Source: an optimization exercise on an open RTL-to-GDS flow (aim: small area, a short achievable clock period and few clock cycles). Production flows keep margins and buffers that such runs may drop. The RTL of this run was laid out without a check of its function.

File: flow/run.sh
#!/bin/bash
# synth_recipe.tcl (not shown) runs the flow's synth.tcl, then flattens the netlist and writes it again
# the make line also repeats each setting of config.mk as NAME=value (left out here)
make -C /OpenROAD-flow-scripts/flow DESIGN_CONFIG=/design/flow/config.mk WORK_HOME=/design/flow/orfs CLKGATE_MAP_FILE= SYNTH_SCRIPT=/design/flow/synth_recipe.tcl finish
File: flow/config.mk
export PLATFORM = sky130hd
export DESIGN_NAME = DCT
export DESIGN_NICKNAME = DCT
export VERILOG_FILES = /design/flow/design.v
export SDC_FILE = /design/flow/constraint.sdc
export NUM_CORES = 4
export LEC_CHECK = 0
export CAP_MARGIN = 20
export CORE_MARGIN = 2
export CORE_UTILIZATION = 40
export SLEW_MARGIN = 20
File: flow/constraint.sdc
create_clock -name core_clock -period 10.5 [get_ports {clk}]
set_input_delay 2.1000 -clock core_clock [delete_from_list [all_inputs] [get_ports {clk}]]
set_output_delay 2.1000 -clock core_clock [all_outputs]
set_load 0.01 [all_outputs]
File: flow/design.v
module DCT(
	input                     clk,
	input                     rst_n,
	input                     in_valid,
	input  signed       [7:0] in_data,
	output logic              out_valid,
	output logic signed [9:0] out_data
);
function [31:0] csa16;
	input [15:0] a, b, c;
	reg [15:0] s, k;
	begin
		s = a ^ b ^ c;
		k = (a & b) | (a & c) | (b & c);
		csa16 = {k[14:0], 1'b0, s};
	end
endfunction
function [33:0] csa17;
	input [16:0] a, b, c;
	reg [16:0] s, k;
	begin
		s = a ^ b ^ c;
		k = (a & b) | (a & c) | (b & c);
		csa17 = {k[15:0], 1'b0, s};
	end
endfunction
logic [5:0] cnt;
always_ff @(posedge clk or negedge rst_n) begin
	if (!rst_n)
		cnt <= 6'd0;
	else if (cnt == 6'd0)
		cnt <= in_valid ? 6'd1 : 6'd0;
	else if (cnt == 6'd35)
		cnt <= 6'd0;
	else
		cnt <= cnt + 6'd1;
end
always_ff @(posedge clk or negedge rst_n) begin
	if (!rst_n)
		out_valid <= 1'b0;
	else
		out_valid <= (cnt >= 6'd20) && (cnt <= 6'd35);
end
logic [5:0] cm12;
logic [1:0] trow;      
logic       t1odd, s_pa, s_pbd, s_pba, s_qab, s_qad, s_qbc, t_add;
logic       rot, m2_ld, bank_ld, m_rot, kf;
logic [1:0] osel;      
assign cm12 = cnt - 6'd12;
assign trow = cm12[3:2];
always_ff @(posedge clk) begin
	t1odd   <= trow[0];
	s_pa    <= (trow == 2'd2);
	s_pbd   <= (trow == 2'd0);
	s_pba   <= (trow == 2'd2);
	s_qab   <= (trow == 2'd0);
	s_qad   <= (trow == 2'd1);
	s_qbc   <= (trow == 2'd0) || (trow == 2'd1);
	t_add   <= (trow == 2'd0);
	rot     <= (cnt >= 6'd15) && (cnt <= 6'd27);
	m2_ld   <= (cnt == 6'd17) || (cnt == 6'd21) || (cnt == 6'd25) || (cnt == 6'd29);
	bank_ld <= (cnt == 6'd18) || (cnt == 6'd22) || (cnt == 6'd26) || (cnt == 6'd30);
	m_rot   <= (cnt == 6'd20) || (cnt == 6'd24) || (cnt == 6'd28) || (cnt == 6'd32);
	kf      <= (cnt == 6'd21) || (cnt == 6'd25) || (cnt == 6'd29) || (cnt == 6'd33);
	osel    <= cnt[1:0] + 2'd1;
end
logic signed [7:0] sr [0:15];
integer j;
always_ff @(posedge clk) begin
	sr[0] <= rot ? sr[15] : in_data;
	for (j = 1; j < 16; j = j + 1)
		sr[j] <= sr[j-1];
end
logic [7:0] ta, tb, tc, td;
logic [7:0] pa, pb, qa, qb;
assign ta = sr[0];
assign tb = sr[4];
assign tc = sr[8];
assign td = sr[12];
assign pa = s_pa ? tb : ta;
assign pb = s_pbd ? td : s_pba ? ta : tb;
assign qa = s_qab ? tb : s_qad ? td : tc;
assign qb = s_qbc ? tc : td;
logic [9:0] p1w, q1w;
assign p1w = {pa[7], pa, 1'b1} + {pb[7] ^ ~t_add, pb ^ {8{~t_add}}, ~t_add};
assign q1w = {qa[7], qa, 1'b1} + {qb[7] ^ ~t_add, qb ^ {8{~t_add}}, ~t_add};
logic [8:0] tp, tqv;
logic       teven;
always_ff @(posedge clk) begin
	tp    <= p1w[9:1];
	tqv   <= q1w[9:1];
	teven <= ~t1odd;
end
logic [15:0] xp, xq, xt1, xt2, xt3, xt4, xt5, xt6;
logic [15:0] xs1, xc1, xs2, xc2, xs3, xc3, xs, xc;
assign xp  = {{7{tp[8]}}, tp};
assign xq  = {{7{tqv[8]}}, tqv};
assign xt1 = xp << 6;
assign xt2 = teven ? (xq << 6) : (xq << 5);
assign xt3 = teven ? 16'd0 : (xp << 4);
assign xt4 = teven ? 16'd0 : (xp << 1);
assign xt5 = teven ? 16'd0 : xp;
assign xt6 = teven ? 16'd0 : (xq << 1);
assign {xc1, xs1} = csa16(xt1, xt2, xt3);
assign {xc2, xs2} = csa16(xt4, xt5, xt6);
assign {xc3, xs3} = csa16(xs1, xc1, xs2);
assign {xc,  xs}  = csa16(xs3, xc3, xc2);
logic [15:0] ts, tc2;
always_ff @(posedge clk) begin
	ts  <= xs;
	tc2 <= xc;
end
logic [15:0] tx;
assign tx = ts + tc2;
logic [8:0] yq [0:3];
logic       cq [0:3];
always_ff @(posedge clk) begin
	yq[0] <= tx[15:7];
	cq[0] <= tx[15] & (tx[6:0] != 7'd0);
	yq[1] <= yq[0]; cq[1] <= cq[0];
	yq[2] <= yq[1]; cq[2] <= cq[1];
	yq[3] <= yq[2]; cq[3] <= cq[2];
end
logic signed [10:0] y0e, y1e, y2e, y3e;
assign y0e = {{2{yq[0][8]}}, yq[0]};
assign y1e = {{2{yq[1][8]}}, yq[1]};
assign y3e = {{2{yq[3][8]}}, yq[3]};
logic signed [10:0] e1n, o1n, o0n;
assign e1n = y1e + y0e + 11'(cq[1]) + 11'(cq[0]);
assign o1n = y1e - y0e + 11'(cq[1]) - 11'(cq[0]);
assign o0n = y3e - y0e + 11'(cq[3]) - 11'(cq[0]);
logic signed [10:0] e1r;
always_ff @(posedge clk)
	e1r <= e1n;
logic signed [11:0] s0, s2;
assign s0 = 12'(y3e) + 12'(y0e) + 12'(e1r) + 12'(cq[3]) + 12'(cq[0]);
assign s2 = 12'(y3e) + 12'(y0e) - 12'(e1r) + 12'(cq[3]) + 12'(cq[0]);
logic [9:0] y0r, y2r, m1, m2;
logic       y0f, y2f;
always_ff @(posedge clk) begin
	y0r <= s0[10:1];
	y0f <= s0[11] & s0[0];
	if (bank_ld) begin
		y2r <= s2[10:1];
		y2f <= s2[11] & s2[0];
	end
	if (bank_ld)
		m1 <= o0n[9:0];
	else if (m_rot)
		m1 <= ~m2;
	if (m2_ld)
		m2 <= o1n[9:0];
	else if (m_rot)
		m2 <= m1;
end
logic [16:0] zm1, zm2, zk;
logic [16:0] zs1, zc1, zs2, zc2, zs3, zc3, zs4, zc4, zs, zc;
assign zm1 = {{7{m1[9]}}, m1};
assign zm2 = {{7{m2[9]}}, m2};
assign zk  = kf ? 17'd83 : 17'd0;
assign {zc1, zs1} = csa17(zm1 << 6, zm1 << 4, zm1 << 1);
assign {zc2, zs2} = csa17(zm1, zm2 << 5, zm2 << 1);
assign {zc3, zs3} = csa17(zs1, zc1, zs2);
assign {zc4, zs4} = csa17(zs3, zc3, zc2);
assign {zc,  zs}  = csa17(zs4, zc4, zk);
logic [16:0] zsr, zcr;
always_ff @(posedge clk) begin
	zsr <= zs;
	zcr <= zc;
end
logic [16:0] z;
logic [9:0]  om;
logic        of;
assign z = zsr + zcr;
always_comb begin
	case (osel)
		2'd0: begin om = y0r; of = y0f; end
		2'd2: begin om = y2r; of = y2f; end
		default: begin om = z[16:7]; of = z[16] & (z[6:0] != 7'd0); end
	endcase
end
always_ff @(posedge clk)
	out_data <= om + {9'd0, of};
endmodule
==> qor.csv <==
metric,value,unit
Die Y,207,microns
hold buffers post-CTS,0,
async set-reset flop share out of synthesis,2.12,%
CTS Buf Count,36,
Worst Path Required,10.79,ns
Max Cap Violations,0,
core area,0.0408,sq mm
first-pass GRT wire length,49000,microns
Initial Utilization,40.5,%
drt first-iter violations,374,
crit path time final,3.87,ns
Max Clock Freq,259,MHz
Top delay family on crit path,adder cells,
ordered cell list for the critical path,ha_1 -> inv_1 -> fa_1 -> o21bai_1 -> a21oi_1 -> o21bai_1 -> a21o_1 -> a21oi_1 -> nor2_1 -> nor2_1 -> xnor2_1 -> ha_1 -> ha_1 -> and3_1 -> a21oi_1 -> o21ai_0 -> o41ai_1 -> mux2i_1,
Setup Buffers After CTS,0,
syn_area_per_cell,10.9,sq um
synth warn,4,
Crit Path Max Fanout,6,
largest net degree at the start of global routing,47,
worst hold slack,0.321,ns
num rows,74,
setup TNS,0,ns
CP arrival,4.16,ns
Seq cells post-synth,330,
final setup vio count,0,
Synth Cell Area,0.0165,sq mm
Post-Synthesis Cells,1511,
H-tree levels,2,
Total GRT Usage,14.0,%
Slew Limit Fails,0,
IO Pins,22,
ys flop type,dfxtp_1,
via count,9853,
Post-synth top cells,"292 x dfxtp_1, 222 x inv_1, 201 x ha_1, 89 x fa_1, 71 x o21ai_0",
TritonRoute pass-1 iters,4,
"Distinct cells, synth",70,
routed wire length,28800,microns
synthesis-to-layout area growth,12.6,%
clock latency on the worst-skew pair,0.56,ns
Clock Sinks,330,
Clock Skew,0.0150,ns
GPL Wtd Cong,0.850,
Crit Path Category,flop to flop,
maximum buffer depth of the clock tree,3,
Worst slew margin,44.4,%
status,"complete, no violations",
top cell type's share of synthesized area,35.4,%
Root Buffer,clkbuf_16,
post-detail-place hpwl,22500,microns
DRC,0,
worst-margin pin slew,0.833,ns
biggest cell delay along the critical path,0.40,ns
number of global-route vias before repair,10200,
antenna diode count,0,
Synthesized Nets,1812,
Crit. End Element,flop,
Synth area leaders,"dfxtp_1 35%, ha_1 15%, fa_1 11%, edfxtp_1 5.6%, inv_1 5.0%",
post-CTS sizing,0,
share of cells above drive strength 1,7.29,%
Worst-path clk slew,0.06,ns
"Seq/Total Area, Yosys",42.1,%
Fin. Hold Viols,0,
Die Wd,207,microns
"EDFF count, synth",31,
startpoint types,flop,
dominant cell by count in the synthesized netlist,dfxtp_1,
RSZ-0062 raised after global routing,false,
port bufs,21,
Hold/Removal Path Class,flop to flop,
initial antenna violation count,0,
DRT antenna net count,0,
CTS tree,done,
Synth area leader,dfxtp_1,
Final Net Count,1851,
CP max-delay cell,fa_1,
Die ar.,0.0430,sq mm
period utilisation layout,36.8,%
Avg WL per Cell,13.7,microns
CP bufs+invs,1,
GRT overflow,0,
filler cell count,3772,
DR vias/cell,4.67,
-- metal layers --
| layer | track usage (%) | up-vias | part of all wire (%) |
|---|---|---|---|
| met2 | 24.5 | 90 | 48 |
| met1 | 17.0 | 4611 | 45 |
| met5 | 0 | - | 0 |
| li1 | - | 5094 | - |
| met4 | 5.96 | 0 | 3.7 |
| met3 | 2.18 | 58 | 2.5 |
-- through the flow --
step	setup slack [ns]	area (sq um)	util, %	std cells
global route	6.24	18600	45.6	2109
global placement	6.71	17300	42.5	2044
finish	6.63	18600	45.6	2109
detailed placement	6.64	17300	42.5	2044
CTS	6.61	18600	45.6	2109
floorplan	6.99	16500	-	1511
-- cell type report --
type,instances,area [sq um],area share [%]
clock inverter,15,221,1.19
tap,532,666,3.58
clock buffer,50,1050,5.67
inverter,222,833,4.48
sequential,330,6950,37.3
multi-input combinational,936,8660,46.5
timing repair buffer,24,233,1.25
-- cells by family (layout without fill, tap and decap cells) --
logic type	count (synthesis)	after routing	share of synthesized area [%]
AND/OR/NAND/NOR	257	257	8.12
AO/OA/AOI/OAI	228	228	9.02
flip-flops	330	330	42.1
adder cells (fa/ha/maj)	290	290	26.0
XOR/XNOR	98	98	5.19
buffers and inverters	245	311	5.57
multiplexers	63	63	4.05
-- sequential cells by signal, indices dropped and copies added (netlist names), 11 cells and up --
name,flops
zsr,17
sr,128
e1r,11
yq,36
ts,16
tc2,13
zcr,15
-- final timing paths --
path,endpoint,cells past startpoint,from,slack [ns]
max,y2f$_DFFE_PP_,18,yq[0][0]$_DFF_P_,6.63
min in group asynchronous,cnt[1]$_DFF_PN0_,1,rst_n,1.81
min reg2reg,sr[4][3]$_DFF_P_,0,sr[3][3]$_DFF_P_,0.32
max in group asynchronous,cnt[0]$_DFF_PN0_,1,rst_n,8.44
min,sr[4][3]$_DFF_P_,0,sr[3][3]$_DFF_P_,0.32
max reg2reg,y2f$_DFFE_PP_,18,yq[0][0]$_DFF_P_,6.63
-- placed cells by master (no fill, tap or decap), drive strengths merged, types with 4 or more instances in the layout --
| master | count |
|---|---|
| or2 | 6 |
| edfxtp | 31 |
| dfxtp | 292 |
| fa | 89 |
| nor3 | 22 |
| dfrtp | 7 |
| and3 | 7 |
| nand2 | 58 |
| a21oi | 48 |
| nand3b | 6 |
| inv | 223 |
| clkbuf | 50 |
| a311oi | 4 |
| clkdlybuf4s50 | 21 |
| nand2b | 16 |
| xor2 | 34 |
| o21bai | 8 |
| clkinv | 9 |
| and2 | 6 |
| mux2 | 31 |
| a31oi | 7 |
| o21ai | 73 |
| nor4 | 4 |
| a211oi | 6 |
| a21boi | 14 |
| o211ai | 5 |
| a21o | 22 |
| or3 | 9 |
| nor2 | 61 |
| ha | 201 |
| nor2b | 32 |
| xnor2 | 64 |
| nor3b | 6 |
| nand3 | 12 |
| o21a | 5 |
| mux2i | 32 |
| o22ai | 7 |
| nand4 | 4 |

port drivers added, routing unchanged:
The results above use ideal ports. As a check the final layout listed here was re-extracted and re-timed, cells and wires unchanged. Step 1, drivers: a clkbuf_16 drives clk and a buf_2 each remaining input, both assumed. Step 2 adds t to the input delays and takes it off the output delays; t is the mean of the earliest and latest rising clock arrival at the registers after step 1. Input paths then give back, and output paths get back, about the clock's delay inside the block. Slacks: no drivers / after step 1 / after step 2; pairs: no drivers / after step 1.
t (ns): 0.603
setup WS [ns]: 6.632 / 6.632 / 6.632
hold slack, ns: 0.321 / 0.321 / 0.321
worst register clock-pin slew, ns: 0.06 / 0.06
pins driven straight from the clock port: 1
After both steps setup and hold are still met in this run. For this run, drivers alone change the setup slack by 0.000 ns; drivers and shift together by 0.000 ns.
